This is an optimization exercise on Yosys and OpenROAD, whose aim is small area and a short achievable clock period, not a production implementation.
Where RTL was checked, it was by simulation tests only, not by an equivalence proof against the original.
The RTL of run 4 was laid out without a check of its function.
Power figures rest on the tool's default switching activity, not on a simulated workload.

### design.v
`timescale 1 ns / 1 ns
module div_signed(clock, clken, numer, denom, quotient, remain);
   parameter stages = 32;  
   localparam width = stages;
   parameter z_width = 2*width;  
   parameter width_n = width;  
   parameter width_d = width;  
   input clock;                
   input clken;                
   input [width_n -1:0] numer;  
   input [width_d -1:0] denom;  
   output [width_n -1:0] quotient;  
   output [width_d -1:0] remain;  
   reg [width_n-1:0] 	 quotient;
   reg [width_d-1:0] 	 remain;
   function [z_width:0] gen_s;
      input [z_width:0]  si;
      input [z_width:0]  di;
      begin
	 if(si[z_width])
	   gen_s = {si[z_width-1:0], 1'b0} + di;
	 else
	   gen_s = {si[z_width-1:0], 1'b0} - di;
      end
   endfunction
   function [width-1:0] gen_q;
      input [width-1:0] qi;
      input [z_width:0]   si;
      begin
	 gen_q = {qi[width-2:0], ~si[z_width]};
      end
   endfunction
   function [width-1:0] assign_s;
      input [z_width:0] si;
      input [z_width:0] di;
      reg [z_width:0] 	tmp;
      begin
	 if(si[z_width])
	   tmp = si + di;
	 else
	   tmp = si;
	 assign_s = tmp[z_width-1:z_width-width];
      end
   endfunction
   reg [width-1:0] q_pipe  [width-1:0];
   reg [z_width:0]   s_pipe  [width:0];
   reg [z_width:0]   d_pipe  [width:0];
   reg [width-1:0]     spipe1;
   reg [width-1:0] 	 spipe2;
   reg [width-1:0] 	 inumer;
   reg [width-1:0] 	 idenom;
   integer 	     n0, n1, n2;
   always @(numer)
     if (numer[width_n-1])
       inumer = ~numer + 1'b1;
     else
       inumer = numer;
   always @(denom)
     if (denom[width_d-1])
       idenom = ~denom + 1'b1;
     else
       idenom = denom;
   always @(idenom)
     begin
	d_pipe[0] 	<= {1'b0, idenom, {(z_width-width){1'b0}} };
     end
   always @(posedge clock)
     if(clken)
       for(n0=1; n0 <= width; n0=n0+1)
	 d_pipe[n0] <= d_pipe[n0-1];
   always @(inumer)
     begin
	s_pipe[0] <= {{(width){1'b0}}, inumer};
     end
   always @(posedge clock)
     if(clken)
       for(n1=1; n1 <= width; n1=n1+1)
	 s_pipe[n1] <= gen_s(s_pipe[n1-1], d_pipe[n1-1]);
   always @(posedge clock)
     q_pipe[0] <= 0;
   always @(posedge clock)
     if(clken)
       for(n2=1; n2 < width; n2=n2+1)
	 q_pipe[n2] <= gen_q(q_pipe[n2-1], s_pipe[n2]);
   integer n,m;
   always @(posedge clock)
     if(clken)
       begin
	  spipe1[0] <= numer[width-1];
	  for(n=1; n < width; n=n+1)
	    spipe1[n] <= spipe1[n-1];
	  spipe2[0] <= numer[width-1] ^ denom[width-1];
	  for(m=1; m < width; m=m+1)
	    spipe2[m] <= spipe2[m-1];
       end
   always @(posedge clock)
     if(clken)  
       remain <= spipe1[width-1] ? ~assign_s(s_pipe[width], d_pipe[width]) + 1'b1 : assign_s(s_pipe[width], d_pipe[width]);
   always @(posedge clock)
     if(clken)  
       quotient <= spipe2[width-1] ? ~gen_q(q_pipe[width-1], s_pipe[width]) + 1'b1 : gen_q(q_pipe[width-1], s_pipe[width]);
endmodule
### constraint.sdc
create_clock -name core_clock -period 5.5 [get_ports {clock}]
set_input_delay 1.1000 -clock core_clock [delete_from_list [all_inputs] [get_ports {clock}]]
set_output_delay 1.1000 -clock core_clock [all_outputs]
set_load 0.01 [all_outputs]
### run.sh
#!/bin/bash
# synth_recipe.tcl (not shown) runs the flow's synth.tcl, then flattens the netlist and writes it again
# the make line also repeats each setting of config.mk as NAME=value (left out here)
make -C /OpenROAD-flow-scripts/flow DESIGN_CONFIG=/design/flow/config.mk WORK_HOME=/design/flow/orfs CLKGATE_MAP_FILE= SYNTH_SCRIPT=/design/flow/synth_recipe.tcl finish
### config.mk
export PLATFORM = sky130hd
export DESIGN_NAME = div_signed
export DESIGN_NICKNAME = div_signed
export VERILOG_FILES = /design/flow/design.v
export SDC_FILE = /design/flow/constraint.sdc
export NUM_CORES = 4
export LEC_CHECK = 0
export CAP_MARGIN = 20
export CORE_MARGIN = 2
export CORE_UTILIZATION = 40
export SLEW_MARGIN = 20
==> results of run 1 <==
[flip-flops by register name, indices dropped and copies added (netlist names)]
signal	count
s_pipe	1552
spipe1	32
spipe2	32
q_pipe	496
quotient	32
remain	32
d_pipe	1024
[repair_timing]
item                                    in CTS  in global routing
pin swaps                                    7                  6
gates resized for setup                     17                  7
endpoints found under the setup margin      27                 18
cloned                                       0                  0
buffers inserted                             3                  1
[placed cells by master (no fill, tap or decap), drive strengths merged, types with 147 or more instances in the layout]
cell	netlist	layout
edfxtp	3200	3200
a21oi	1303	1303
nor2	1080	1080
ha	1060	1060
xnor2	1052	1052
xor2	987	987
nand2	517	517
inv	504	517
buf	31	499
a21o	486	486
o21ai	477	477
clkbuf	138	437
nor3	345	345
nand3	171	171
o21bai	168	168
a31oi	166	166
nand2b	165	165
clkinv	1	158
nor4	147	147
[per-layer routing]
layer  global-route usage, %  vias up  wire length [um]
met4                    5.30        0             11500
met1                    20.0    49300            148000
met5                       0        -                 0
met2                    28.2     1679            168000
met3                    2.03      608             13200
li1                        -    51600                 -
[cell type report]
type | instances | area [sq um] | area share (%)
Clock buffer | 437 | 9400 | 4.96
Inverter | 505 | 1900 | 1.00
Tap cell | 5474 | 6850 | 3.61
Timing Repair Buffer | 624 | 5400 | 2.85
Sequential cell | 3200 | 96100 | 50.7
Clock inverter | 220 | 2270 | 1.20
Antenna cell | 5 | 12.5 | 0.00660
Multi-Input combinational cell | 9495 | 67600 | 35.7
[synth_stat cells, types with 35 or more instances]
library cell	count
a211oi_1	40
a21o_1	486
a21oi_1	1303
a31oi_1	166
and2_1	87
and3_1	88
and4_1	40
clkbuf_1	138
edfxtp_1	3200
ha_1	1060
inv_1	504
mux2_2	35
nand2_1	517
nand2b_1	165
nand3_1	171
nand4_1	78
nor2_1	1080
nor2b_1	115
nor3_1	345
nor3b_1	47
nor4_1	144
o21a_1	139
o21ai_0	476
o21bai_1	168
o31ai_1	63
o41ai_1	42
or2_2	41
or3_1	83
or4_1	37
xnor2_1	1052
xor2_1	987
[worst reg2reg max path: cells and delay by family, from the launching register on]
kind	cells	cell delay [ps]
and+or+nand+nor	8	2250
xor gates and xnor gates	2	240
DFF	1	430
AOI/OAI and AO/OA	6	1480
buffers and inverters	1	160
adders and majority gates	1	340
[metrics by stage]
step / total power (W) / cell area (sq um)
final: 0.131 / 190000
after detailed placement: 0.108 / 178000
after global routing: 0.142 / 189000
after floorplan: 0.0905 / 166000
after CTS: 0.132 / 189000
after global placement: 0.107 / 178000
[final timing paths]
kind	endpoint	slack, ps	cells past startpoint	startpoint
setup reg to reg	s_pipe[30][64]	360	18	d_pipe[29][38]
hold / removal	s_pipe[16][20]	350	0	s_pipe[15][19]
hold reg to reg	s_pipe[16][20]	350	0	s_pipe[15][19]
setup / recovery	s_pipe[1][64]	210	17	numer[11]
[cell families after synthesis]
group,after synthesis,synth area share [%]
AOI/OAI and AO/OA,3194,11.9
xor gates and xnor gates,2039,10.8
adders and majority gates,1092,8.37
buffers and inverters,674,1.53
DFF,3200,57.9
muxes,55,0.358
and+or+nand+nor,3115,9.20
[power by group]
part / total, W / internal (W) / switching, W
sequential: 0.0398 / 0.0373 / 0.00251
combinational: 0.0679 / 0.0310 / 0.0369
clock: 0.0238 / 0.0141 / 0.00972
==> metrics.md, run 1 <==
| Metric | Value |
|---|---|
| Fin crit period | around 5300 ps |
| Drt wl/cell | around 17 um |
| Clock latency on the worst-skew pair | around 930 ps |
| Ports | 130 |
| Post-Syn Area per Cell | 12.4 sq um |
| CTS tree | yes |
| Crit share post-route | between 90% and 100% |
| Share of cells above drive strength 1 | approximately 8.0% |
| Top-area cell type share of the netlist area | just under 60% |
| Layout Cells excl Fill | about 20000 |
| Synth area leaders | edfxtp_1 58%, ha_1 8.0%, xnor2_1 5.5% |
| Final Util | between 40% and 50% |
| Total GRT Usage | between 15 and 20% |
| Final setup violation count | 0 |
| Vias post-DR | between 100k and 150k |
| Maximum clock rate | roughly 190 MHz |
| Worst Setup Start Kind | primary input |
| First-pass GRT wire length | between 500 and 600 mm |
| Normalized max-slew margin | roughly 18% |
| GP Congestion | between 0.8 and 0.9 |
| Die area | about 420000 sq um |
| Synth area leader | edfxtp_1 |
| Sum Neg Setup Slack | 0 ps |
| Filler cells | approximately 37000 |
| Cell mode on critical path | or4_4 |
| CP peak stage delay | a little under 500 ps |
| Main synth FF type | edfxtp_1 |
| Initial antenna violation count | 14 |
| Post-synth EDFFs | 3200 |
| CTS Root Cell | clkbuf_16 |
| Total gr overflow | 0 |
| Clock Sinks | 3200 |
| Asr flop ratio synth | 0% |
| VDD IR max | 0.360 mV |
| Cells after Synth | between 10000 and 15000 |
| Number of H-tree levels | 5 |
| Placement Rows | around 240 |
| Largest net degree at the start of global routing | 173 |
| Cells after DPL | 19300 |
| Die Y | 648 um |
| PortBufs | 129 |
| Yosys warns | 4 |
| Area grow syn2layout | 14.1% |
| Worst hold margin | 351 ps |
| Final ANT Viol Nets | 0 |
| Endpoint type of the worst setup path | register |
| CP top delay family | simple AND/OR/NAND/NOR gates |
| Mapped cell area | 166000 sq um |
| CP Class | in2reg |
| Static leakage | 72.1 nW |
| Critical-path cell list | clkdlybuf4s50_1, or4_4, or3_4, or4_4, or3_4, or4_4, or4_4, nand4bb_4, ha_4, inv_1, ha_2, nand4_1, nor2_2, nand4b_1, nor2_4, nand2_2, or3_1 |
| Distinct cell type count after synthesis | 89 |
| RSZ-0062 raised after global routing | no |
| WP data arrival | about 6000 ps |
| Vias in the first global route | just over 100k |
| Place WS | -1740 ps |
| DPL Wire Length | between 200 and 300 mm |
| Maxcap violations | 0 |
| Hold Vio Cnt, Final | 0 |
| Initial cell density of the core | about two fifths |
| Buf/Inv on CP | 2 |
| WP data required | approximately 6000 ps |
| Clock Path Buffers | 4 |
| Final #Nets | 15300 |
| Post-synth net total | approximately 15000 |
| Final WS setup | 209 ps |
| Type of the worst min-delay path | reg2reg |
| Post-route DRC | 0 |
| Synth Register Bits | 3200 |
| Hold_buf cts | 0 |
| Worst-Margin Slew | 1200 ps |
| Max Slew Vio Count | 0 |
| Die W | ~650 um |
| Pwr per Cell Area | roughly 690 nW/um^2 |
| Drt pass-1 iters | 6 |
| Drt via density | between 5 and 6 |
| Clock buffer count from CTS | approximately 360 |
| Final WL | 341 mm |
| Fin Clk Skew | between 60 and 70 ps |
| Status | finished clean |
| Initial DRC Count | around 6500 |
| Seq/Total Area, Yosys | 57.9% |
| Slowest cell on crit path | or4_4 |
| Clk slew on worst S/H paths | approximately 60 ps |
| Core ar. | 413000 sq um |
| Crit Path Max Fanout | 4 |
==> run 2, diff against run 1 <==
==> design.v (replaced) <==
`timescale 1 ns / 1 ns
module div_signed(clock, clken, numer, denom, quotient, remain);
   input clock;
   input clken;
   input [31:0] numer;
   input [31:0] denom;
   output [31:0] quotient;
   output [31:0] remain;
   reg [31:0] quotient;
   reg [31:0] remain;
   reg [31:0] n0;
   reg [31:0] d0;
   always @(posedge clock)
     if (clken) begin
        n0 <= numer;
        d0 <= denom;
     end
   wire [31:0] an = n0[31] ? (~n0 + 32'd1) : n0;
   wire [31:0] ad = d0[31] ? (~d0 + 32'd1) : d0;
   wire        g1 = ~|ad[31:1] & (an[31] | ~ad[0]);
   reg [31:0]  d1;
   reg [0:0]   r1;
   reg [31:0]  nq1;    
   reg         sn1;    
   reg         sq1;    
   always @(posedge clock)
     if (clken) begin
        d1  <= ad;
        r1  <= g1 ? (an[31] ^ ad[0]) : an[31];
        nq1 <= {an[30:0], g1};
        sn1 <= n0[31];
        sq1 <= n0[31] ^ d0[31];
     end
   genvar j;
   generate
      for (j = 2; j <= 31; j = j + 1) begin : st
         wire [31:0]  dp;
         wire [j-2:0] rp;
         wire [31:0]  nqp;
         wire         snp, sqp;
         if (j == 2) begin : from1
            assign dp = d1;
            assign rp = r1;
            assign nqp = nq1;
            assign snp = sn1;
            assign sqp = sq1;
         end else begin : fromj
            assign dp = st[j-1].d;
            assign rp = st[j-1].r;
            assign nqp = st[j-1].nq;
            assign snp = st[j-1].sn;
            assign sqp = st[j-1].sq;
         end
         wire [j-1:0] rr = {rp, nqp[31]};
         wire [j:0]   df = {1'b0, rr} - {1'b0, dp[j-1:0]};
         wire         g  = ~|dp[31:j] & ~df[j];
         reg [31:0]  d;
         reg [j-1:0] r;
         reg [31:0]  nq;
         reg         sn, sq;
         always @(posedge clock)
           if (clken) begin
              d  <= dp;
              r  <= g ? df[j-1:0] : rr;
              nq <= {nqp[30:0], g};
              sn <= snp;
              sq <= sqp;
           end
      end
   endgenerate
   wire [31:0] dl  = st[31].d;
   wire [31:0] rl  = {st[31].r, st[31].nq[31]};
   wire [30:0] ql  = st[31].nq[30:0];
   wire [32:0] dfl = {1'b0, rl} - {1'b0, dl};
   wire        gl  = ~dfl[32];
   wire [31:0] ndf = dl - rl;           
   wire [31:0] nrl = ~rl + 32'd1;       
   wire [30:0] nql = ~ql + 31'd1;       
   always @(posedge clock)
     if (clken) begin
        remain <= st[31].sn ? (gl ? ndf : nrl) : (gl ? dfl[31:0] : rl);
        quotient <= st[31].sq ? (gl ? {~ql, 1'b1} : {nql, 1'b0}) : {ql, gl};
     end
endmodule
--- a/config.mk
+++ b/config.mk
@@ -8,4 +8,5 @@
 export CAP_MARGIN = 20
 export CORE_MARGIN = 2
 export CORE_UTILIZATION = 40
+export SETUP_SLACK_MARGIN = 3.0
 export SLEW_MARGIN = 20
==> metrics.md, run 2 <==
| Metric | Value |
|---|---|
| Number of H-tree levels | 5 (unchanged) |
| WP data arrival | 4320 ps (was 5960 ps) |
| RSZ-0062 raised after global routing | yes (was no) |
| Crit share post-route | 67.2% (was 96.2%) |
| Simple-gate area share of the yosys netlist | 6.56% (was 9.20%) |
| Post-synthesis adder-cell area fraction | 6.62% (was 8.37%) |
| Final setup violation count | 0 (unchanged) |
| Initial cell density of the core | 40.2% (about the same) |
| Yosys warns | 1 (was 4) |
| Maxcap violations | 0 (unchanged) |
| Drt pass-1 iters | 5 (was 6) |
| GRT met3 Usage | 1.94% (was 2.03%) |
| Max Slew Vio Count | 0 (unchanged) |
| Drt via density | 5.15 (was 5.17) |
| Net Sw Power | 0.0121 W (was 0.0492 W) |
| Endpoint type of the worst setup path | register (unchanged) |
| Top-area cell type share of the netlist area | 69.2% (was 57.9%) |
| Seq/Total Area, Yosys | 69.2% (was 57.9%) |
| Worst hold margin | 363 ps (was 351 ps) |
| First-pass GRT wire length | 382 mm (was 544 mm) |
| Distinct cell type count after synthesis | 83 (was 89) |
| Dominant cell by count in the synthesized netlist | edfxtp_1 (unchanged) |
| Clock buffer count from CTS | 291 (was 358) |
| Largest net degree at the start of global routing | 145 (was 173) |
| R2r startpoint | n0[5] (was d_pipe[29][38]) |
| Placement Rows | 197 (was 236) |
| Initial DRC Count | 4175 (was 6460) |
| Static leakage | 54.8 nW (was 72.1 nW) |
| Die W | 542 um (was 648 um) |
| Synth area leader | edfxtp_1 (unchanged) |
| VDD IR max | 0.276 mV (was 0.360 mV) |
| Total GRT Usage | 16.5% (was 15.9%) |
| Most common cell after layout, fill and taps aside | edfxtp_1 (unchanged) |
| CTS tree | yes (unchanged) |
| Mapped cell area | 116000 sq um (was 166000 sq um) |
| Total gr overflow | 0 (unchanged) |
| Clock Path Buffers | 4 (unchanged) |
| WP data required | 6120 ps (was 6170 ps) |
| Area post-placement | 124000 sq um (was 178000 sq um) |
| Die Y | 542 um (was 648 um) |
| Met1 usage | 18.0% (was 20.0%) |
| Final Power | 0.0501 W (was 0.131 W) |
| Sequential power share | 49.1% (was 30.3%) |
| Normalized max-slew margin | 30.1% (was 17.6%) |
| Hold Vio Cnt, Final | 0 (unchanged) |
| Post-synth EDFFs | 2670 (was 3200) |
| Status | finished clean (unchanged) |
| Maximum clock rate | 270 MHz (was 189 MHz) |
| Clk pwr share | 38.4% (was 18.1%) |
| Clock Sinks | 2670 (was 3200) |
| Internal power | 0.0380 W (was 0.0823 W) |
| Place WS | 1360 ps (was -1740 ps) |
| Post-synthesis mux area share | 2.65% (was 0.358%) |
| Worst Setup Start Kind | register (was primary input) |
| Drt wl/cell | 19.4 um (was 17.1 um) |
| Post-synth net total | 8674 (was 14500) |
| Type of the worst min-delay path | reg2reg (unchanged) |
| Post-route DRC | 0 (unchanged) |
| Largest regs | st.d (960), st.nq (960), st.r (495) (was s_pipe (1552), d_pipe (1024), q_pipe (496)) |
| PortBufs | 129 (unchanged) |
| Vias post-DR | 67000 (was 103000) |
| Compound-Gate Fraction of Synth Area | 8.55% (was 11.9%) |
| Fin Clk Skew | 67.0 ps (was 70.0 ps) |
| Share of cells above drive strength 1 | 25.8% (was 7.98%) |
| Final WL | 253 mm (was 341 mm) |
| Cells after Synth | 8014 (was 13400) |
| GP Congestion | 0.864 (was 0.837) |
| Final #Nets | 9652 (was 15300) |
| Most common library cells after synthesis | 2670 x edfxtp_1, 712 x inv_1, 562 x ha_1 (was 3200 x edfxtp_1, 1303 x a21oi_1, 1080 x nor2_1) |
| DPL Wire Length | 157 mm (was 255 mm) |
| CTS Root Cell | clkbuf_16 (unchanged) |
| Most frequent cells in the layout | 2670 x edfxtp_1, 673 x inv_1, 480 x ha_1 (was 3200 x edfxtp_1, 1303 x a21oi_1, 1074 x nor2_1) |
| Crit Path Max Fanout | 3 (was 4) |
| Clock latency on the worst-skew pair | 900 ps (was 930 ps) |
| Main combinational cell family by area after synthesis | compound AO/OA/AOI/OAI gates (unchanged) |
| Final WS setup | 1800 ps (was 209 ps) |
| Asr flop ratio synth | 0% (unchanged) |
| Reg2reg path depth | 14 (was 18) |
| Worst-Margin Slew | 1040 ps (was 1200 ps) |
| Post-Syn Area per Cell | 14.5 sq um (was 12.4 sq um) |
| Synth area leaders | edfxtp_1 69%, ha_1 6.1%, xnor2_1 2.7% (was edfxtp_1 58%, ha_1 8.0%, xnor2_1 5.5%) |
| Final ANT Viol Nets | 0 (unchanged) |
| Die area | 294000 sq um (was 420000 sq um) |
| Combinational share of power | 12.5% (was 51.6%) |
| CP Class | reg2reg (was in2reg) |
| Area grow syn2layout | 25.2% (was 14.1%) |
| Hold_buf cts | 0 (unchanged) |
| Net Sw Frac | 24.1% (was 37.4%) |
| Synth Register Bits | 2670 (was 3200) |
| Xor/xnor share of the synthesized area | 3.72% (was 10.8%) |
| Reg2reg setup slack | 1800 ps (was 360 ps) |
| Core ar. | 288000 sq um (was 413000 sq um) |
| Initial antenna violation count | 1 (was 14) |
| Worst reg2reg endpoint | r1 (was s_pipe[30][64]) |
| Main synth FF type | edfxtp_1 (unchanged) |
| GR peak layer | met2 (unchanged) |
| Fin crit period | 3700 ps (was 5290 ps) |
| Ports | 130 (unchanged) |
| Design area | 145000 sq um (was 190000 sq um) |
| Met2 Use GR | 31.9% (was 28.2%) |
| Sum Neg Setup Slack | 0 ps (unchanged) |
| Pwr per Cell Area | 345 nW/um^2 (was 694 nW/um^2) |
| Clk slew on worst S/H paths | 60 ps (about the same) |
| Cells on Worst Hold Path | 0 (unchanged) |
| Vias in the first global route | 69300 (was 103000) |
| Hold Crit Endpoint | st[27].nq[3] (was s_pipe[16][20]) |
| Hold Path Origin | st[26].nq[2] (was s_pipe[15][19]) |
[run 2: worst max-delay path by stage]
stage / slack (ps) / start / end
after detailed placement: 1360 / st[25].nq[31] / st[26].r[12]
after CTS: 1790 / n0[5] / r1
after global placement: 1310 / n0[6] / r1
after global routing: 1620 / n0[5] / r1
after floorplan: 1870 / n0[10] / r1
final: 1800 / n0[5] / r1
[run 2: layout make-up]
cell class	count	area (sq um)
timing repair inverter	3	52.6
sequential	2670	80200
tap	3781	4730
fill	23800	143000
multi-input combinational	4529	39700
antenna	3	7.51
timing repair buffer	784	8270
inverter	713	2720
clock inverter	164	1680
clock buffer	359	7730
[run 2: worst max-delay path, cell delays in order (launching register included)]
cell and delay (ps):
edfxtp_1 430, nor4_4 320, nand4_1 170, or3_4 410, or2_4 250, nor2_4 100
nand3_2 110, nand4bb_4 280, ha_4 200, or4_4 410, nor3_2 120, and3_1 180
nand4_1 140, nor4_4 230, mux2i_1 110
[run 2: cells by family after synthesis]
family | count (synthesis)
simple gates | 1576
buf+inv | 839
xor+xnor | 492
fa+ha+maj | 594
flops | 2670
mux | 276
compound gates | 1567
[run 2: routing by layer]
layer	share of wire (%)	up-vias	wire length [um]
met5	0	-	0
met1	37	33100	93600
met3	3.3	577	8240
li1	-	32100	-
met2	55	1275	140000
met4	4.2	0	10700
[run 2: what timing repair did]
action | in CTS | in global routing
buffers inserted | 376 | 145
resized for setup | 1175 | 571
cloned | 63 | 13
pin swaps | 374 | 276
setup endpoints to repair | 650 | 658
[run 2: power groups by stage]
stage / logic [W] / registers (W) / clock network [W]
after floorplan: 0.00337 / 0.0247 / 0
after detailed placement: 0.00485 / 0.0250 / 0
after global placement: 0.00472 / 0.0250 / 0
after global routing: 0.00684 / 0.0247 / 0.0205
final: 0.00627 / 0.0246 / 0.0192
after CTS: 0.00578 / 0.0246 / 0.0197
[run 2: through the flow]
step,std cells,utilization (%)
floorplan,8014,-
finish,13000,50.4
global placement,11900,43.0
global route,13000,50.4
detailed placement,11900,43.0
CTS,12800,49.1
==> run 3, diff against run 2 <==
--- a/config.mk
+++ b/config.mk
@@ -8,5 +8,4 @@
 export CAP_MARGIN = 20
 export CORE_MARGIN = 2
 export CORE_UTILIZATION = 40
-export SETUP_SLACK_MARGIN = 3.0
 export SLEW_MARGIN = 20
==> metrics.md, run 3 <==
| Metric | Value |
|---|---|
| Status | finished clean (unchanged) |
| Critical path endpoint | r1 (unchanged) |
| Clock latency on the worst-skew pair | 820 ps (was 900 ps) |
| Xor/xnor share of the synthesized area | 3.72% (unchanged) |
| Seq/Total Area, Yosys | 69.2% (unchanged) |
| Top-area cell type share of the netlist area | 69.2% (unchanged) |
| PortBufs | 129 (unchanged) |
| R2r startpoint | n0[6] (was n0[5]) |
| Static leakage | 49.3 nW (was 54.8 nW) |
| Design area | 131000 sq um (was 145000 sq um) |
| Final Power | 0.0472 W (was 0.0501 W) |
| Post-synthesis adder-cell area fraction | 6.62% (unchanged) |
| Dominant cell by count in the synthesized netlist | edfxtp_1 (unchanged) |
| Final Util | 45.6% (was 50.4%) |
| Maximum clock rate | 218 MHz (was 270 MHz) |
| Share of cells above drive strength 1 | 8.75% (was 25.8%) |
| Type of the worst min-delay path | reg2reg (unchanged) |
| Compound-Gate Fraction of Synth Area | 8.55% (unchanged) |
| CTS tree | yes (unchanged) |
| Largest regs | st.d (960), st.nq (960), st.r (495) (unchanged) |
| Hold_buf cts | 0 (unchanged) |
| Maxcap violations | 0 (unchanged) |
| VDD IR max | 0.258 mV (was 0.276 mV) |
| Yosys warns | 1 (unchanged) |
| WP data arrival | 5250 ps (was 4320 ps) |
| Largest net degree at the start of global routing | 165 (was 145) |
| Sum Neg Setup Slack | 0 ps (unchanged) |
| CP top delay family | simple AND/OR/NAND/NOR gates (unchanged) |
| Reg2reg setup slack | 920 ps (was 1800 ps) |
| Core ar. | 288000 sq um (unchanged) |
| Layout Cells excl Fill | 12400 (was 13000) |
| Post-synth EDFFs | 2670 (unchanged) |
| Ports | 130 (unchanged) |
| Die W | 542 um (unchanged) |
| Post-CTS setup buffer count | 0 (was 376) |
| Final setup violation count | 0 (unchanged) |
| Vias post-DR | 62400 (was 67000) |
| Clock buffer count from CTS | 285 (was 291) |
| Cells after Synth | 8014 (unchanged) |
| Synth Register Bits | 2670 (unchanged) |
| Pwr per Cell Area | 359 nW/um^2 (was 345 nW/um^2) |
| Area post-placement | 123000 sq um (was 124000 sq um) |
| Vias in the first global route | 65800 (was 69300) |
| CTS-repair resized insts | 0 (was 1175) |
| Crit share post-route | 83.2% (was 67.2%) |
| Crit Path Max Fanout | 4 (was 3) |
| CP peak stage delay | 530 ps (was 430 ps) |
| First-pass GRT wire length | 326 mm (was 382 mm) |
| Critical-path cell list | nor4_1, nand4_1, or3_1, or2_2, nor2_1, nand3_1, nand4bb_1, ha_1, or4_1, nor3_1, and3_1, nand4_1, nor4_2, mux2i_1 (was nor4_4, nand4_1, or3_4, or2_4, nor2_4, nand3_2, nand4bb_4, ha_4, or4_4, nor3_2, and3_1, nand4_1, nor4_4, mux2i_1) |
| Hold Vio Cnt, Final | 0 (unchanged) |
| Worst Setup Start Kind | register (unchanged) |
| Die Y | 542 um (unchanged) |
| CP Class | reg2reg (unchanged) |
| Drt pass-1 iters | 5 (unchanged) |
| WP data required | 6180 ps (was 6120 ps) |
| Reg2reg path depth | 14 (unchanged) |
| Most common library cells after synthesis | 2670 x edfxtp_1, 712 x inv_1, 562 x ha_1 (unchanged) |
| Critical path origin | n0[6] (was n0[5]) |
| DPL Wire Length | 142 mm (was 157 mm) |
| Cell mode on critical path | nand4_1 |
| Worst reg2reg endpoint | r1 (unchanged) |
| Final #Nets | 9059 (was 9652) |
| Number of H-tree levels | 5 (unchanged) |
| Max Slew Vio Count | 0 (unchanged) |
| Clk slew on worst S/H paths | 60 ps (about the same) |
| Clock Sinks | 2670 (unchanged) |
| Cells after DPL | 11900 (about the same) |
| Normalized max-slew margin | 33.8% (was 30.1%) |
| Most frequent cells in the layout | 2670 x edfxtp_1, 712 x inv_1, 562 x ha_1 (was 2670 x edfxtp_1, 673 x inv_1, 480 x ha_1) |
| Ant. Diodes | 0 (was 3) |
| Buf/Inv on CP | 0 (unchanged) |
| Clock Path Buffers | 4 (unchanged) |
| Total GRT Usage | 13.5% (was 16.5%) |
| Post-route DRC | 0 (unchanged) |
| Drt via density | 5.04 (was 5.15) |
| GP Congestion | 0.890 (was 0.864) |
| Slowest cell on crit path | or4_1 (was edfxtp_1) |
| Synth area leader | edfxtp_1 (unchanged) |
| Endpoint type of the worst setup path | register (unchanged) |
| Asr flop ratio synth | 0% (unchanged) |
| Initial antenna violation count | 0 (was 1) |
| Initial cell density of the core | 40.2% (unchanged) |
| RSZ-0062 raised after global routing | no (was yes) |
| Placement Rows | 197 (unchanged) |
| CTS Root Cell | clkbuf_16 (unchanged) |
| Post-synthesis mux area share | 2.65% (unchanged) |
| Mapped cell area | 116000 sq um (unchanged) |
| Total gr overflow | 0 (unchanged) |
| Initial DRC Count | 3055 (was 4175) |
| Main combinational cell family by area after synthesis | compound AO/OA/AOI/OAI gates (unchanged) |
| Fin Clk Skew | 41.0 ps (was 67.0 ps) |
| Drt wl/cell | 16.1 um (was 19.4 um) |
| Most common cell after layout, fill and taps aside | edfxtp_1 (unchanged) |
| Synth area leaders | edfxtp_1 69%, ha_1 6.1%, xnor2_1 2.7% (unchanged) |
| Final WL | 200 mm (was 253 mm) |
| Distinct cell type count after synthesis | 83 (unchanged) |
| Post-Syn Area per Cell | 14.5 sq um (unchanged) |
| Main synth FF type | edfxtp_1 (unchanged) |
| Area grow syn2layout | 13.3% (was 25.2%) |
| Post-synth net total | 8674 (unchanged) |
| Fin crit period | 4580 ps (was 3700 ps) |
| Worst-Margin Slew | 994 ps (was 1040 ps) |
| Final ANT Viol Nets | 0 (unchanged) |
| Simple-gate area share of the yosys netlist | 6.56% (unchanged) |
| Die area | 294000 sq um (unchanged) |
| Number of cells on the critical path | 14 (unchanged) |
-- run 3: changes by cell type in the layout (fill, tap and decap cells not counted), moves of 64 or more --
cell,previous run,this run
mux2_4,139,0
nand2_1,330,499
mux2_2,94,233
buf_4,404,67
ha_1,480,562
o21ai_1,78,2
ha_4,64,0
o21ai_2,172,1
clkdlybuf4s50_1,64,128
o21ai_0,202,469
nand2_2,81,0
nand2_4,88,0
buf_6,133,0
a21oi_1,273,358
-- run 3: kinds of logic after synthesis --
group           after synthesis
compound gates             1567
xor+xnor                    492
fa+ha+maj                   594
buf+inv                     839
flops                      2670
mux                         276
simple gates               1576
-- run 3: layout make-up --
class / count / area [sq um]
Inverter: 713 / 2680
Clock inverter: 143 / 1270
Fill cell: 24800 / 157000
Clock buffer: 351 / 7510
Multi-Input combinational cell: 4505 / 32600
Timing Repair Buffer: 224 / 2370
Tap cell: 3781 / 4730
Sequential cell: 2670 / 80200
-- run 3: how the worst min path moves through the flow --
stage                         end  depth (start not counted)    startpoint
floorplan           st[10].nq[10]                          0   st[9].nq[9]
global placement    st[10].nq[13]                          0  st[9].nq[12]
detailed placement  st[10].nq[20]                          0  st[9].nq[19]
CTS                  st[9].nq[18]                          0  st[8].nq[17]
global route          st[5].nq[6]                          0   st[4].nq[5]
finish               st[10].nq[9]                          0   st[9].nq[8]
-- run 3: metal layers --
metal  GRT usage, %  vias up  part of all wire [%]  wire, um
li1               -    30800                     -         -
met1           13.4    30200                    36     72100
met2           27.2      952                    57    114000
met3           1.84      459                   2.8      5690
met4           5.87        0                   4.0      7980
met5              0        -                     0         0
-- run 3: per-stage QoR --
step / hold WS [ps] / setup slack, ps
2_1_floorplan: 400 / 1710
3_3_place_gp: 400 / 685
3_5_place_dp: 405 / 872
4_1_cts: 389 / 862
5_1_grt: 387 / 616
6_report: 377 / 923
-- run 3: where the power goes --
group / leakage, nW / internal (W) / switching (W)
registers: 26.2 / 0.0239 / 0.000592
clock network: 4.26 / 0.0106 / 0.00750
logic: 18.9 / 0.00192 / 0.00267
==> run 4, diff against run 3 <==
--- a/design.v
+++ b/design.v
@@ -17,7 +17,10 @@
      end
    wire [31:0] an = n0[31] ? (~n0 + 32'd1) : n0;
    wire [31:0] ad = d0[31] ? (~d0 + 32'd1) : d0;
-   wire        g1 = ~|ad[31:1] & (an[31] | ~ad[0]);
+   wire        nmin = n0 == 32'h80000000;
+   wire        dz   = d0 == 32'd0;
+   wire        d1s  = (d0 == 32'd1) | (d0 == 32'hffffffff);
+   wire        g1   = dz | (d1s & nmin);
    reg [31:0]  d1;
    reg [0:0]   r1;
    reg [31:0]  nq1;    
@@ -26,7 +29,7 @@
    always @(posedge clock)
      if (clken) begin
         d1  <= ad;
-        r1  <= g1 ? (an[31] ^ ad[0]) : an[31];
+        r1  <= nmin & ~d1s;
         nq1 <= {an[30:0], g1};
         sn1 <= n0[31];
         sq1 <= n0[31] ^ d0[31];
--- a/config.mk
+++ b/config.mk
@@ -8,4 +8,5 @@
 export CAP_MARGIN = 20
 export CORE_MARGIN = 2
 export CORE_UTILIZATION = 40
+export SETUP_SLACK_MARGIN = 3.0
 export SLEW_MARGIN = 20
==> metrics.md, run 4 <==
| Metric | Value |
|---|---|
| Status | finished clean (unchanged) |
| Clock latency on the worst-skew pair | 840 ps (was 820 ps) |
| Vias post-DR | 65600 (was 62400) |
| Filler cells | 23600 (was 24800) |
| WP data arrival | 4540 ps (was 5250 ps) |
| Drt wl/cell | 18.9 um (was 16.1 um) |
| Normalized max-slew margin | 28.0% (was 33.8%) |
| Fin Clk Skew | 67.6 ps (was 41.0 ps) |
| Total GRT Usage | 16.2% (was 13.5%) |
| Final WS setup | 1480 ps (was 923 ps) |
| Main synth FF type | edfxtp_1 (unchanged) |
| Area of the multi-input gates | 39000 sq um (was 32600 sq um) |
| WP data required | 6020 ps (was 6180 ps) |
| Drt via density | 5.06 (was 5.04) |
| Dominant cell by count in the synthesized netlist | edfxtp_1 (unchanged) |
| Clock Sinks | 2670 (unchanged) |
| Seq/Total Area, Yosys | 69.5% (was 69.2%) |
| Synth area leader | edfxtp_1 (unchanged) |
| Share of cells above drive strength 1 | 26.0% (was 8.75%) |
| Type of the worst min-delay path | reg2reg (unchanged) |
| Synth area leaders | edfxtp_1 70%, ha_1 6.1%, xnor2_1 2.8% (was edfxtp_1 69%, ha_1 6.1%, xnor2_1 2.7%) |
| Cells after Synth | 7908 (was 8014) |
| Largest net degree at the start of global routing | 165 (unchanged) |
| Most common cell after layout, fill and taps aside | edfxtp_1 (unchanged) |
| Distinct cell type count after synthesis | 79 (was 83) |
| Most common library cells after synthesis | 2670 x edfxtp_1, 717 x inv_1, 563 x ha_1 (was 2670 x edfxtp_1, 712 x inv_1, 562 x ha_1) |
| CTS Root Cell | clkbuf_16 (unchanged) |
| Final Power | 0.0492 W (was 0.0472 W) |
| Place WS | 784 ps (was 872 ps) |
| VDD IR max | 0.274 mV (was 0.258 mV) |
| Hold Vio Cnt, Final | 0 (unchanged) |
| Buf/Inv on CP | 0 (unchanged) |
| Area grow syn2layout | 25.4% (was 13.3%) |
| Post-synth net total | 8569 (was 8674) |
| Largest regs | st.d (960), st.nq (960), st.r (495) (unchanged) |
| Yosys warns | 1 (unchanged) |
| Post-Syn Area per Cell | 14.6 sq um (was 14.5 sq um) |
| Sum Neg Setup Slack | 0 ps (unchanged) |
| Final WL | 245 mm (was 200 mm) |
| Core ar. | 287000 sq um (was 288000 sq um) |
| Endpoint type of the worst setup path | register (unchanged) |
| CP Class | reg2reg (unchanged) |
| Clk slew on worst S/H paths | 60 ps (about the same) |
| GP Congestion | 0.876 (was 0.890) |
| Asr flop ratio synth | 0% (unchanged) |
| Top-area cell type share of the netlist area | 69.5% (was 69.2%) |
| Initial DRC Count | 3431 (was 3055) |
| Placement Rows | 197 (unchanged) |
| Post-route DRC | 0 (unchanged) |
| Drt pass-1 iters | 5 (unchanged) |
| Slowest cell on crit path | or4_4 (was or4_1) |
| Crit Path Max Fanout | 3 (was 4) |
| Worst-Margin Slew | 1050 ps (was 994 ps) |
| Initial antenna violation count | 8 (was 0) |
| Synth Register Bits | 2670 (unchanged) |
| Crit share post-route | 73.1% (was 83.2%) |
| CP peak stage delay | 560 ps (was 530 ps) |
| Initial cell density of the core | 40.1% (was 40.2%) |
| Fin crit period | 4020 ps (was 4580 ps) |
| Maximum clock rate | 249 MHz (was 218 MHz) |
| Layout Cells excl Fill | 13000 (was 12400) |
| Maxcap violations | 0 (unchanged) |
| First-pass GRT wire length | 373 mm (was 326 mm) |
| RSZ-0062 raised after global routing | yes (was no) |
| Final ANT Viol Nets | 0 (unchanged) |
| PortBufs | 129 (unchanged) |
| Pwr per Cell Area | 340 nW/um^2 (was 359 nW/um^2) |
| Cells after DPL | 11800 (was 11900) |
| Worst Setup Start Kind | register (unchanged) |
| Static leakage | 55.4 nW (was 49.3 nW) |
| Clock Path Buffers | 4 (unchanged) |
| DPL Wire Length | 150 mm (was 142 mm) |
| Die area | 293000 sq um (was 294000 sq um) |
| Cell mode on critical path | or4_4 (was nand4_1) |
| Register area | 80200 sq um (unchanged) |
| Final Util | 50.3% (was 45.6%) |
| CP top delay family | simple AND/OR/NAND/NOR gates (unchanged) |
| Number of H-tree levels | 5 (unchanged) |
| Critical-path cell list | or4_4, or4_4, or3_4, or4_4, or4_4, or2_1, or3_4, or2_4, o31ai_4, xnor2_1 (was nor4_1, nand4_1, or3_1, or2_2, nor2_1, nand3_1, nand4bb_1, ha_1, or4_1, nor3_1, and3_1, nand4_1, nor4_2, mux2i_1) |
| Most frequent cells in the layout | 2670 x edfxtp_1, 671 x inv_1, 481 x ha_1 (was 2670 x edfxtp_1, 712 x inv_1, 562 x ha_1) |
| Final setup violation count | 0 (unchanged) |
| Total gr overflow | 0 (unchanged) |
| Clock buffer count from CTS | 297 (was 285) |
| Die W | 541 um (was 542 um) |
| Final #Nets | 9606 (was 9059) |
| CTS tree | yes (unchanged) |
| Ports | 130 (unchanged) |
| Mapped cell area | 115000 sq um (was 116000 sq um) |
| Die Y | 541 um (was 542 um) |
| Max Slew Vio Count | 0 (unchanged) |
| Post-synth EDFFs | 2670 (unchanged) |
| Vias in the first global route | 69000 (was 65800) |
[run 4: changes by cell type after synthesis, sizes merged, moves of 22 or more]
cell	delta
o21a	-37
nand3	-37
nor2	-46
mux2	-22
o21ai	+27
xor2	+24
nor3	-23
a21o	+60
[run 4: logic make-up after synthesis]
kind of cell             after synthesis  share of synthesized area [%]
adder cells (fa/ha/maj)              595                           6.67
buffers and inverters                848                           2.76
flip-flops                          2670                           69.5
AO/OA/AOI/OAI                       1547                           8.40
AND/OR/NAND/NOR                     1475                           6.25
XOR/XNOR                             526                           4.00
multiplexers                         247                           2.38
[run 4: report_power, final]
part / internal [W] / switching, W
clock network: 0.0107 / 0.00776
logic: 0.00285 / 0.00337
registers: 0.0239 / 0.000660
[run 4: final timing paths]
path | startpoint | to | slack, ps | cells past startpoint
min | st[15].nq[15] | st[16].nq[16] | 400 | 0
max reg2reg | st[31].nq[11] | quotient[31] | 1480 | 10
max | st[31].nq[11] | quotient[31] | 1480 | 10
min reg2reg | st[15].nq[15] | st[16].nq[16] | 400 | 0
[run 4: per-stage QoR]
step	cell area (sq um)	hold slack [ps]
2_1_floorplan	118000	400
3_3_place_gp	124000	400
3_5_place_dp	124000	405
4_1_cts	141000	387
5_1_grt	145000	398
6_report	145000	402
[run 4: layout make-up]
cell class / count / share of cell area, %
clock buffers: 369 / 5.39
well taps: 3781 / 3.27
inverters: 717 / 1.88
diodes: 12 / 0.0208
flip-flops and latches: 2670 / 55.5
multi-input cells: 4420 / 27.0
repair buffers: 839 / 6.19
clock inverters: 144 / 0.820
[run 4: per-layer routing]
metal / vias to the layer above / share of wire, % / global-route usage [%]
li1: 31700 / - / -
met1: 32100 / 33 / 15.1
met2: 1107 / 57 / 32.4
met3: 642 / 2.6 / 2.02
met4: 0 / 7.1 / 10.8
met5: - / 0 / 0
[run 4: repair_timing]
| item | in CTS | in global routing |
|---|---|---|
| buffers inserted | 430 | 155 |
| pin swaps | 374 | 326 |
| gates cloned | 74 | 3 |
| gates resized for setup | 1166 | 524 |
| hold buffers | 0 | 0 |
| hold endpoints to repair | 0 | 0 |
| setup endpoints to repair | 674 | 633 |
==> run 5, diff against run 4 <==
--- a/design.v
+++ b/design.v
@@ -8,6 +8,22 @@
    output [31:0] remain;
    reg [31:0] quotient;
    reg [31:0] remain;
+   function [32:0] ks_carry;
+      input [31:0] gi;
+      input [31:0] pi;
+      reg [32:0] g, p;
+      integer i, k;
+      begin
+         g = {gi, 1'b1};
+         p = {pi, 1'b1};
+         for (k = 1; k < 33; k = k * 2)
+           for (i = 32; i >= k; i = i - 1) begin
+              g[i] = g[i] | (p[i] & g[i-k]);
+              p[i] = p[i] & p[i-k];
+           end
+         ks_carry = g;
+      end
+   endfunction
    reg [31:0] n0;
    reg [31:0] d0;
    always @(posedge clock)
@@ -55,8 +71,12 @@
             assign sqp = st[j-1].sq;
          end
          wire [j-1:0] rr = {rp, nqp[31]};
-         wire [j:0]   df = {1'b0, rr} - {1'b0, dp[j-1:0]};
-         wire         g  = ~|dp[31:j] & ~df[j];
+         wire [j:0]   df;
+         wire [j:0]   cy;
+         assign df[j-1:0] = ~(rr ^ dp[j-1:0] ^ cy[j-1:0]);
+         assign df[j] = ~cy[j];
+         assign cy = ks_carry(rr & ~dp[j-1:0], rr | ~dp[j-1:0]);
+         wire         g  = ~|dp[31:j] & cy[j];
          reg [31:0]  d;
          reg [j-1:0] r;
          reg [31:0]  nq;
==> metrics.md, run 5 <==
| Metric | Value |
|---|---|
| Status | finished clean (unchanged) |
| Ant. Diodes | 0 (was 12) |
| Post-synth EDFFs | 2670 (unchanged) |
| Ports | 130 (unchanged) |
| DPL Wire Length | 174 mm (was 150 mm) |
| Clock buffer count from CTS | 297 (unchanged) |
| Pwr per Cell Area | 330 nW/um^2 (was 340 nW/um^2) |
| Worst hold margin | 386 ps (was 402 ps) |
| Normalized max-slew margin | 26.5% (was 28.0%) |
| Buf/Inv on CP | 3 (was 0) |
| Combinational share of power | 13.7% (was 12.6%) |
| CP peak stage delay | 490 ps (was 560 ps) |
| CP Class | reg2reg (unchanged) |
| Die area | 316000 sq um (was 293000 sq um) |
| Maximum clock rate | 269 MHz (was 249 MHz) |
| Main synth FF type | edfxtp_1 (unchanged) |
| Synth area leaders | edfxtp_1 64%, ha_1 11%, inv_1 4.3% (was edfxtp_1 70%, ha_1 6.1%, xnor2_1 2.8%) |
| Critical-path cell list | inv_2, ha_4, fa_2, nor2b_2, o31a_1, o41a_1, o211ai_1, buf_4, a311oi_4, a41oi_2, a21o_4, inv_12, or3b_4, o31ai_4, xnor2_1 (was or4_4, or4_4, or3_4, or4_4, or4_4, or2_1, or3_4, or2_4, o31ai_4, xnor2_1) |
| Drt pass-1 iters | 5 (unchanged) |
| Layout Cells excl Fill | 14600 (was 13000) |
| Worst Setup Start Kind | register (unchanged) |
| Most common library cells after synthesis | 2670 x edfxtp_1, 1421 x inv_1, 1060 x ha_1 (was 2670 x edfxtp_1, 717 x inv_1, 563 x ha_1) |
| Clock latency on the worst-skew pair | 920 ps (was 840 ps) |
| Final #Nets | 11400 (was 9606) |
| Fin Clk Skew | 96.3 ps (was 67.6 ps) |
| Number of H-tree levels | 5 (unchanged) |
| Clock Path Buffers | 4 (unchanged) |
| CTS tree | yes (unchanged) |
| Net Sw Frac | 24.9% (was 24.0%) |
| GP Congestion | 0.866 (was 0.876) |
| Final setup violation count | 0 (unchanged) |
| Placement Rows | 204 (was 197) |
| Largest net degree at the start of global routing | 175 (was 165) |
| Static leakage | 62.0 nW (was 55.4 nW) |
| Initial antenna violation count | 9 (was 8) |
| WP data required | 6110 ps (was 6020 ps) |
| Die W | 562 um (was 541 um) |
| Max Slew Vio Count | 0 (unchanged) |
| Crit Path Max Fanout | 6 (was 3) |
| Total gr overflow | 0 (unchanged) |
| Worst-Margin Slew | 1100 ps (was 1050 ps) |
| Final WL | 273 mm (was 245 mm) |
| CP top delay family | compound AO/OA/AOI/OAI gates (was simple AND/OR/NAND/NOR gates) |
| Largest regs | st.d (960), st.nq (960), st.r (495) (unchanged) |
| Core ar. | 309000 sq um (was 287000 sq um) |
| Type of the worst min-delay path | reg2reg (unchanged) |
| CTS Root Cell | clkbuf_16 (unchanged) |
| Post-synth net total | 10300 (was 8569) |
| Sum Neg Setup Slack | 0 ps (unchanged) |
| Fin crit period | 3710 ps (was 4020 ps) |
| Dominant cell by count in the synthesized netlist | edfxtp_1 (unchanged) |
| RSZ-0062 raised after global routing | yes (unchanged) |
| Area grow syn2layout | 25.1% (was 25.4%) |
| First-pass GRT wire length | 417 mm (was 373 mm) |
| Endpoint type of the worst setup path | register (unchanged) |
| Most common cell after layout, fill and taps aside | edfxtp_1 (unchanged) |
| Die Y | 562 um (was 541 um) |
| Drt via density | 5.00 (was 5.06) |
| WP data arrival | 4330 ps (was 4540 ps) |
| Vias post-DR | 72900 (was 65600) |
| Net Sw Power | 0.0128 W (was 0.0118 W) |
| Post-Syn Area per Cell | 13.6 sq um (was 14.6 sq um) |
| Share of cells above drive strength 1 | 22.5% (was 26.0%) |
| Hold Vio Cnt, Final | 0 (unchanged) |
| Asr flop ratio synth | 0% (unchanged) |
| Cells after DPL | 13400 (was 11800) |
| VDD IR max | 0.298 mV (was 0.274 mV) |
| Vias in the first global route | 75900 (was 69000) |
| Sequential power share | 48.2% (was 49.9%) |
| Mapped cell area | 124000 sq um (was 115000 sq um) |
| Most frequent cells in the layout | 2670 x edfxtp_1, 1358 x inv_1, 918 x ha_1 (was 2670 x edfxtp_1, 671 x inv_1, 481 x ha_1) |
| Internal power | 0.0386 W (was 0.0374 W) |
| Initial cell density of the core | 40.2% (was 40.1%) |
| Distinct cell type count after synthesis | 94 (was 79) |
| Yosys warns | 1 (unchanged) |
| Clk pwr share | 38.1% (was 37.4%) |
| Synth area leader | edfxtp_1 (unchanged) |
| Crit share post-route | 67.5% (was 73.1%) |
| Clk slew on worst S/H paths | 60 ps (about the same) |
| Top-area cell type share of the netlist area | 64.4% (was 69.5%) |
| Synth Register Bits | 2670 (unchanged) |
| Total GRT Usage | 16.7% (was 16.2%) |
| Post-route DRC | 0 (unchanged) |
| Maxcap violations | 0 (unchanged) |
| Final ANT Viol Nets | 0 (unchanged) |
| Initial DRC Count | 4054 (was 3431) |
| Clock Sinks | 2670 (unchanged) |
| Drt wl/cell | 18.7 um (was 18.9 um) |
| Final Power | 0.0514 W (was 0.0492 W) |
| Seq/Total Area, Yosys | 64.4% (was 69.5%) |
| PortBufs | 129 (unchanged) |
| Slowest cell on crit path | or3b_4 (was or4_4) |
| Cells after Synth | 9177 (was 7908) |
[run 5: cell types whose count changed after synthesis, moves of 139 or more]
cell and delta:
mux2_2 -189, ha_1 +497, xor2_1 +139, nand2_1 -157, a21o_1 -163, mux2i_1 +241
nor2_1 +189, inv_1 +704
[run 5: path summary, 6_finish.rpt]
| check | start | end | slack (ps) | cells past startpoint |
|---|---|---|---|---|
| worst max register to register | st[31].nq[31] | quotient[18] | 1790 | 15 |
| worst min register to register | st[25].nq[18] | st[26].nq[19] | 390 | 0 |
| worst max-delay path | st[31].nq[31] | quotient[18] | 1790 | 15 |
| worst min-delay path | st[25].nq[18] | st[26].nq[19] | 390 | 0 |
[run 5: cell families after synthesis]
family	synth area share [%]
AO/OA/AOI/OAI	7.67
flip-flops	64.4
AND/OR/NAND/NOR	6.00
buffers and inverters	4.68
XOR/XNOR	4.12
adder cells (fa/ha/maj)	10.7
multiplexers	2.45
[run 5: layout make-up]
| cell class | instances | area (sq um) |
|---|---|---|
| Tap cell | 4120 | 5150 |
| Inverter | 1425 | 5410 |
| Timing Repair inverter | 1 | 16.3 |
| Fill cell | 25800 | 154000 |
| Clock buffer | 360 | 7730 |
| Clock inverter | 172 | 1820 |
| Timing Repair Buffer | 856 | 9430 |
| Sequential cell | 2670 | 80200 |
| Multi-Input combinational cell | 4976 | 45900 |
[run 5: worst register-to-register path, delay by kind of cell (launching register included)]
kind,cells,cell delay [ps]
and+or+nand+nor,2,560
AOI/OAI and AO/OA,7,1720
adders and majority gates,2,340
xor gates and xnor gates,1,90
buffers and inverters,3,360
DFF,1,410
[run 5: per-stage QoR]
stage	utilization [%]	area [sq um]	setup WS, ps
after floorplan	-	126000	2110
after global placement	42.8	132000	1020
after detailed placement	42.8	132000	1040
after CTS	49.1	152000	1810
after global routing	50.3	156000	1680
final	50.3	156000	1790
[run 5: power groups by stage]
stage	sequential, W	clock (W)	combinational, W
finish	0.0248	0.0196	0.00706
global route	0.0249	0.0209	0.00770
CTS	0.0248	0.0202	0.00652
detailed placement	0.0252	0	0.00516
global placement	0.0252	0	0.00502
floorplan	0.0248	0	0.00352
[run 5: what timing repair did]
item,CTS,global route
resized for setup,1451,480
pin swaps,374,269
endpoints found under the setup margin,650,656
cloned,66,6
hold buffers,0,0
setup buffers,401,187
[run 5: per-layer routing]
layer  part of all wire, %  GRT usage (%)  up-vias
met3                   3.1           1.91      626
met2                    54           32.0     1288
met4                   4.0           6.83        0
li1                      -              -    35000
met1                    39           18.7    36000
met5                     0              0        -
==> run 6, diff against run 5 <==
--- a/config.mk
+++ b/config.mk
@@ -7,6 +7,6 @@
 export LEC_CHECK = 0
 export CAP_MARGIN = 20
 export CORE_MARGIN = 2
-export CORE_UTILIZATION = 40
+export CORE_UTILIZATION = 60
 export SETUP_SLACK_MARGIN = 3.0
 export SLEW_MARGIN = 20
==> metrics.md, run 6 <==
| Metric | Value |
|---|---|
| Post-Syn Area per Cell | 13.6 sq um (unchanged) |
| Largest regs | st.d (960), st.nq (960), st.r (495) (unchanged) |
| Post-synthesis adder-cell area fraction | 10.7% (unchanged) |
| Main combinational cell family by area after synthesis | adder cells (unchanged) |
| WP data required | 6230 ps (was 6110 ps) |
| Pwr per Cell Area | 330 nW/um^2 (about the same) |
| Xor/xnor share of the synthesized area | 4.12% (unchanged) |
| Total gr overflow | 0 (unchanged) |
| Final ANT Viol Nets | 0 (unchanged) |
| CP Class | reg2reg (unchanged) |
| First-pass GRT wire length | 436 mm (was 417 mm) |
| Clk slew on worst S/H paths | 50 ps (was 60 ps) |
| Maxcap violations | 0 (unchanged) |
| Mapped cell area | 124000 sq um (unchanged) |
| Post-route DRC | 0 (unchanged) |
| Synth area leaders | edfxtp_1 64%, ha_1 11%, inv_1 4.3% (unchanged) |
| Sum Neg Setup Slack | 0 ps (unchanged) |
| Fin Clk Skew | 86.5 ps (was 96.3 ps) |
| Initial cell density of the core | 60.2% (was 40.2%) |
| Hold Vio Cnt, Final | 0 (unchanged) |
| Critical path origin | st[30].r[3] (was st[31].nq[31]) |
| Clock buffer count from CTS | 297 (unchanged) |
| Final Util | 74.6% (was 50.3%) |
| Cells after Synth | 9177 (unchanged) |
| Yosys warns | 1 (unchanged) |
| Final WS setup | 1550 ps (was 1790 ps) |
| Initial DRC Count | 5645 (was 4054) |
| Die area | 211000 sq um (was 316000 sq um) |
| Layout Cells excl Fill | 13200 (was 14600) |
| Critical path endpoint | st[31].r[4] (was quotient[18]) |
| Vias post-DR | 75300 (was 72900) |
| Die Y | 459 um (was 562 um) |
| PortBufs | 129 (unchanged) |
| CTS Root Cell | clkbuf_16 (unchanged) |
| Clock Path Buffers | 4 (unchanged) |
| Largest net degree at the start of global routing | 133 (was 175) |
| Ports | 130 (unchanged) |
| Maximum clock rate | 253 MHz (was 269 MHz) |
| RSZ-0062 raised after global routing | yes (unchanged) |
| Simple-gate area share of the yosys netlist | 6.00% (unchanged) |
| CP peak stage delay | 420 ps (was 490 ps) |
| Most common cell after layout, fill and taps aside | edfxtp_1 (unchanged) |
| Static leakage | 62.2 nW (was 62.0 nW) |
| Drt wl/cell | 22.3 um (was 18.7 um) |
| Initial antenna violation count | 13 (was 9) |
| Placement Rows | 167 (was 204) |
| Core ar. | 207000 sq um (was 309000 sq um) |
| Number of H-tree levels | 5 (unchanged) |
| Most common library cells after synthesis | 2670 x edfxtp_1, 1421 x inv_1, 1060 x ha_1 (unchanged) |
| Die W | 459 um (was 562 um) |
| Compound-Gate Fraction of Synth Area | 7.67% (unchanged) |
| Drt via density | 5.71 (was 5.00) |
| Dominant cell by count in the synthesized netlist | edfxtp_1 (unchanged) |
| Final WL | 295 mm (was 273 mm) |
| Most frequent cells in the layout | 2670 x edfxtp_1, 1362 x inv_1, 932 x ha_1 (was 2670 x edfxtp_1, 1358 x inv_1, 918 x ha_1) |
| Reg2reg path depth | 28 (was 15) |
| Place WS | 971 ps (was 1040 ps) |
| Area grow syn2layout | 23.9% (was 25.1%) |
| Worst reg2reg endpoint | st[31].r[4] (was quotient[18]) |
| Drt pass-1 iters | 6 (was 5) |
| Worst Setup Start Kind | register (unchanged) |
| Asr flop ratio synth | 0% (unchanged) |
| Worst-Margin Slew | 1130 ps (was 1100 ps) |
| Main synth FF type | edfxtp_1 (unchanged) |
| Max Slew Vio Count | 0 (unchanged) |
| Top-area cell type share of the netlist area | 64.4% (unchanged) |
| Status | finished clean (unchanged) |
| Type of the worst min-delay path | reg2reg (unchanged) |
| Seq/Total Area, Yosys | 64.4% (unchanged) |
| VDD IR max | 0.361 mV (was 0.298 mV) |
| Normalized max-slew margin | 23.9% (was 26.5%) |
| CTS tree | yes (unchanged) |
| Cells after DPL | 12000 (was 13400) |
| Reg2reg setup slack | 1550 ps (was 1790 ps) |
| Share of cells above drive strength 1 | 22.7% (was 22.5%) |
| Distinct cell type count after synthesis | 94 (unchanged) |
| Endpoint type of the worst setup path | register (unchanged) |
| Synth area leader | edfxtp_1 (unchanged) |
| R2r startpoint | st[30].r[3] (was st[31].nq[31]) |
| GP Congestion | 0.890 (was 0.866) |
| Fin crit period | 3950 ps (was 3710 ps) |
| Slowest cell on crit path | edfxtp_1 (was or3b_4) |
| Synth Register Bits | 2670 (unchanged) |
| DPL Wire Length | 184 mm (was 174 mm) |
| Vias in the first global route | 75900 (about the same) |
| Crit Path Max Fanout | 2 (was 6) |
| Post-synthesis mux area share | 2.45% (unchanged) |
| Cell mode on critical path | buf_4 |
| Post-synth EDFFs | 2670 (unchanged) |
| Total GRT Usage | 27.0% (was 16.7%) |
| Clock latency on the worst-skew pair | 970 ps (was 920 ps) |
| Post-synth net total | 10300 (unchanged) |
| Final setup violation count | 0 (unchanged) |
| Crit share post-route | 71.8% (was 67.5%) |
| Clock Sinks | 2670 (unchanged) |
| Final #Nets | 11400 (about the same) |
| WP data arrival | 4680 ps (was 4330 ps) |
[run 6: power by group]
| group | leakage (nW) | switching [W] | internal (W) |
|---|---|---|---|
| registers | 26.2 | 0.000888 | 0.0240 |
| clock network | 4.44 | 0.00777 | 0.0111 |
| logic | 31.5 | 0.00401 | 0.00318 |
[run 6: cell type report]
cell class | instances | area [sq um]
Inverter | 1425 | 5430
Antenna cell | 5 | 12.5
Multi-Input combinational cell | 4975 | 46000
Timing Repair Buffer | 907 | 10000
Clock inverter | 142 | 1340
Tap cell | 2704 | 3380
Fill cell | 12500 | 52500
Clock buffer | 361 | 7780
Timing Repair inverter | 1 | 11.3
Sequential cell | 2670 | 80200
[run 6: through the flow]
stage	total power (W)	cell area [sq um]	hold slack (ps)
final	0.0509	154000	378
after floorplan	0.0284	126000	400
after detailed placement	0.0304	131000	405
after global placement	0.0302	131000	400
after CTS	0.0506	149000	372
after global routing	0.0527	154000	380
[run 6: per-layer routing]
metal	share of wire, %	wire (um)	track usage (%)
met4	4.8	14100	10.8
met3	4.6	13500	3.72
met2	52	153000	48.7
met1	39	114000	32.7
met5	0	0	0
[run 6: how the worst min path moves through the flow]
stage / start / depth (start not counted) / end
final: st[12].nq[4] / 0 / st[13].nq[5]
after global routing: st[12].nq[4] / 0 / st[13].nq[5]
after CTS: st[12].nq[4] / 0 / st[13].nq[5]
after detailed placement: st[9].nq[18] / 0 / st[10].nq[19]
after global placement: st[23].nq[17] / 0 / st[24].nq[18]
after floorplan: st[9].nq[9] / 0 / st[10].nq[10]
[run 6: repair_timing]
action / in CTS / in global routing
pin swaps: 361 / 323
gates resized for setup: 1385 / 592
cloned: 58 / 11
setup buffers: 406 / 228
hold buffers: 0 / 0
endpoints found under the setup margin: 657 / 660
[run 6: cells by family (layout without fill, tap and decap cells)]
group / after synthesis / count (layout)
AND/OR/NAND/NOR: 1534 / 1538
XOR/XNOR: 585 / 585
flip-flops: 2670 / 2670
buffers and inverters: 1541 / 2836
other: 0 / 5
adder cells (fa/ha/maj): 1062 / 1062
AO/OA/AOI/OAI: 1484 / 1489
multiplexers: 301 / 301
[run 6: worst max-delay path: cells and delay by family (launching register included)]
kind / cells / cell delay, ps
mux: 1 / 160
flops: 1 / 420
buf+inv: 27 / 3240
==> run 7, diff against run 6 <==
==> flow/run.sh (new file) <==
#!/bin/bash
# Own layout flow: the standard flow (standard.sh), with one change in
# synthesis: the combinational logic is mapped by ABC with a delay-driven
# script (flow/abc_map.script) instead of ORFS's default speed script, and no
# half/full adder cells are extracted before ABC, so that ABC sees the whole
# adder logic.  Registers are mapped exactly as in the standard synthesis.
set -euo pipefail
here=$(pwd)
flowdir=$(cd "$(dirname "${BASH_SOURCE[0]}")" && pwd)

# a copy of ORFS's scripts with the ABC script replaced
rm -rf "$here/scripts"
cp -r "$FLOW_HOME/scripts" "$here/scripts"
cp "$flowdir/abc_map.script" "$here/scripts/abc_speed.script"

# standard.sh with the changed scripts folder and no adder-cell map
sed -e "s|^make -C \(.*\) DESIGN_CONFIG=|make -C \1 SCRIPTS_DIR=$here/scripts ADDER_MAP_FILE= DESIGN_CONFIG=|" \
    "$here/standard.sh" > "$here/own_standard.sh"
grep -q "SCRIPTS_DIR=$here/scripts" "$here/own_standard.sh"

bash "$here/own_standard.sh" > "$here/make.log" 2>&1
==> flow/abc_map.script (new file) <==
strash
dch
map -D 1500
buffer -c
topo
stime -c
upsize -c
dnsize -c
==> standard.sh (new file) <==
#!/bin/bash
# synth_recipe.tcl (not shown) runs the flow's synth.tcl, then flattens the netlist and writes it again
# the make line also repeats each setting of config.mk as NAME=value (left out here)
make -C /OpenROAD-flow-scripts/flow DESIGN_CONFIG=/design/flow/config.mk WORK_HOME=/design/flow/orfs CLKGATE_MAP_FILE= SYNTH_SCRIPT=/design/flow/synth_recipe.tcl "${@:-finish}"
--- a/config.mk
+++ b/config.mk
@@ -7,6 +7,6 @@
 export LEC_CHECK = 0
 export CAP_MARGIN = 20
 export CORE_MARGIN = 2
-export CORE_UTILIZATION = 60
+export CORE_UTILIZATION = 40
 export SETUP_SLACK_MARGIN = 3.0
 export SLEW_MARGIN = 20
removed: run.sh
==> metrics.md, run 7 <==
| Metric | Value |
|---|---|
| Status | finished clean (unchanged) |
| First-pass GRT wire length | 470 mm (was 436 mm) |
| Cells after Synth | 10300 (was 9177) |
| Crit share post-route | 52.5% (was 71.8%) |
| Fin Clk Skew | 63.7 ps (was 86.5 ps) |
| Clock buffer count from CTS | 294 (was 297) |
| Area of the multi-input gates | 40100 sq um (was 46000 sq um) |
| Internal power | 0.0381 W (was 0.0383 W) |
| Pwr per Cell Area | 343 nW/um^2 (was 330 nW/um^2) |
| Clock latency on the worst-skew pair | 910 ps (was 970 ps) |
| Final Power | 0.0517 W (was 0.0509 W) |
| Vias post-DR | 80100 (was 75300) |
| Net Sw Power | 0.0135 W (was 0.0127 W) |
| Most common library cells after synthesis | 2670 x edfxtp_1, 1598 x nor2_1, 1549 x nand2_1 (was 2670 x edfxtp_1, 1421 x inv_1, 1060 x ha_1) |
| Drt via density | 5.09 (was 5.71) |
| Maximum clock rate | 346 MHz (was 253 MHz) |
| Total GRT Usage | 20.3% (was 27.0%) |
| Crit Path Max Fanout | 8 (was 2) |
| Final setup violation count | 0 (unchanged) |
| Most common cell after layout, fill and taps aside | edfxtp_1 (unchanged) |
| WP data arrival | 3500 ps (was 4680 ps) |
| Worst-Margin Slew | 1230 ps (was 1130 ps) |
| Top-area cell type share of the netlist area | 68.4% (was 64.4%) |
| CTS tree | yes (unchanged) |
| Filler cells | 24600 (was 12500) |
| RSZ-0062 raised after global routing | yes (unchanged) |
| CP top delay family | simple AND/OR/NAND/NOR gates (was buffers and inverters) |
| Die Y | 545 um (was 459 um) |
| Asr flop ratio synth | 0% (unchanged) |
| Max Slew Vio Count | 0 (unchanged) |
| Drt pass-1 iters | 6 (unchanged) |
| Yosys warns | 1 (unchanged) |
| Main synth FF type | edfxtp_1 (unchanged) |
| CP peak stage delay | 390 ps (was 420 ps) |
| Die W | 545 um (was 459 um) |
| PortBufs | 129 (unchanged) |
| Initial antenna violation count | 13 (unchanged) |
| Slowest cell on crit path | edfxtp_1 (unchanged) |
| Maxcap violations | 0 (unchanged) |
| Ports | 130 (unchanged) |
| Distinct cell type count after synthesis | 95 (was 94) |
| Seq/Total Area, Yosys | 68.4% (was 64.4%) |
| Final Util | 51.8% (was 74.6%) |
| Vias in the first global route | 79900 (was 75900) |
| Post-synth net total | 10400 (was 10300) |
| Register area | 80200 sq um (unchanged) |
| Final WL | 319 mm (was 295 mm) |
| Simple-gate area share of the yosys netlist | 13.1% (was 6.00%) |
| Worst Setup Start Kind | register (unchanged) |
| Buf/Inv on CP | 3 (was 27) |
| Combinational share of power | 14.6% (was 14.1%) |
| Largest net degree at the start of global routing | 184 (was 133) |
| Final #Nets | 11700 (was 11400) |
| DPL Wire Length | 202 mm (was 184 mm) |
| Normalized max-slew margin | 18.0% (was 23.9%) |
| Fin crit period | 2890 ps (was 3950 ps) |
| Critical-path cell list | inv_2, or2_1, nand2_2, nand3_2, nand3_4, a211oi_4, o22ai_4, nand2_2, o21ai_4, nand4_1, nand4_1, nor3b_4, buf_12, buf_16, nand2_4, o21ai_2 |
| Clk slew on worst S/H paths | 60 ps (was 50 ps) |
| Post-route DRC | 0 (unchanged) |
| Xor/xnor share of the synthesized area | 4.49% (was 4.12%) |
| Main combinational cell family by area after synthesis | simple AND/OR/NAND/NOR gates (was adder cells) |
| Placement Rows | 198 (was 167) |
| Hold Vio Cnt, Final | 0 (unchanged) |
| GP Congestion | 0.916 (was 0.890) |
| Type of the worst min-delay path | reg2reg (unchanged) |
| Die area | 297000 sq um (was 211000 sq um) |
| Total gr overflow | 0 (unchanged) |
| Sequential power share | 47.9% (was 48.8%) |
| Most frequent cells in the layout | 2670 x edfxtp_1, 1376 x nor2_1, 1348 x inv_1 (was 2670 x edfxtp_1, 1362 x inv_1, 932 x ha_1) |
| Share of cells above drive strength 1 | 25.9% (was 22.7%) |
| CTS Root Cell | clkbuf_16 (unchanged) |
==> run 7: final timing paths <==
check,start,to,slack (ps),cells after the start
hold / removal,st[19].nq[10],st[20].nq[11],390,0
setup / recovery,st[17].r[0],st[18].r[14],2610,16
hold reg to reg,st[19].nq[10],st[20].nq[11],390,0
setup reg to reg,st[17].r[0],st[18].r[14],2610,16
==> run 7: logic make-up (layout without fill, tap and decap cells) <==
family                    after synthesis  in the layout
buffers and inverters                1576           3001
and+or+nand+nor                      3714           3768
AOI/OAI and AO/OA                    1786           1792
other                                   0              4
xor gates and xnor gates              600            600
DFF                                  2670           2670
muxes                                   3              3
==> run 7: final cells by class <==
cell class                 instances  area share, %
sequential                      2670           53.2
multi-input combinational       6163           26.6
timing repair buffer            1012           7.02
clock buffer                     362           5.12
inverter                        1462           3.69
tap                             3900           3.24
clock inverter                   165           1.13
antenna                            4        0.00664
==> run 7: power groups by stage <==
stage               combinational, W  clock [W]  sequential (W)
floorplan                    0.00325          0          0.0248
global placement             0.00507          0          0.0251
detailed placement           0.00512          0          0.0251
CTS                          0.00660     0.0198          0.0247
global route                 0.00815     0.0206          0.0249
finish                       0.00755     0.0194          0.0248
==> run 7: timing repair <==
item,CTS,global route
endpoints found under the hold margin,0,0
gates resized for setup,1872,1194
hold buffers,0,0
setup endpoints to repair,660,639
buffers inserted,470,277
pin swaps,301,438
cloned,97,20
==> run 7: per-stage QoR <==
step                      setup slack [ps]  instances  cell area (sq um)  hold slack [ps]
final                                 2610      15700             151000              390
after detailed placement              1740      14300             124000              405
after floorplan                       3100      10300             117000              400
after CTS                             2580      15400             144000              391
after global routing                  2470      15700             151000              408
after global placement                1720      14300             124000              401
==> run 7: worst register-to-register path, stage by stage (launching register included) <==
cell and delay [ps]:
edfxtp_1 390, inv_2 90, or2_1 130, nand2_2 80
nand3_2 100, nand3_4 90, a211oi_4 300, o22ai_4 130
nand2_2 110, o21ai_4 80, nand4_1 90, nand4_1 260
nor3b_4 270, buf_12 160, buf_16 170, nand2_4 70
o21ai_2 60
==> run 7: per-layer routing <==
metal / vias up / track usage (%) / part of all wire [%]
li1: 38300 / - / -
met1: 39100 / 23.3 / 38
met2: 1988 / 38.0 / 53
met3: 695 / 2.62 / 4.2
met4: 0 / 8.02 / 4.5
met5: - / 0 / 0

## re-timing with driven ports
Ports are ideal in the flow. The routed layouts listed here were re-timed in OpenROAD.
Step 1: set_driving_cell puts a clkbuf_16 on clock and a buf_2 on each other input, an assumption about the parent block.
Step 2, shift: input delay + t, output delay - t, t = (earliest + latest rising clock arrival at the registers) / 2. This alone moves slack from input paths to output paths.
Three values: no drivers, after step 1, after step 2; two values: the first two.
run | shift t [ns] | setup slack, ns
run 1 | 1.017 | 0.209 / 0.256 / -0.761
run 2 | 0.967 | 1.801 / 1.801 / 1.801
run 3 | 0.901 | 0.923 / 0.923 / 0.923
run 4 | 0.926 | 1.481 / 1.481 / 1.481
run 5 | 0.961 | 1.787 / 1.787 / 1.787
run 6 | 1.003 | 1.554 / 1.554 / 1.554
run 7 | 0.972 | 2.610 / 2.610 / 2.201
With both steps, setup timing fails in run 1, where it was met with ideal ports.
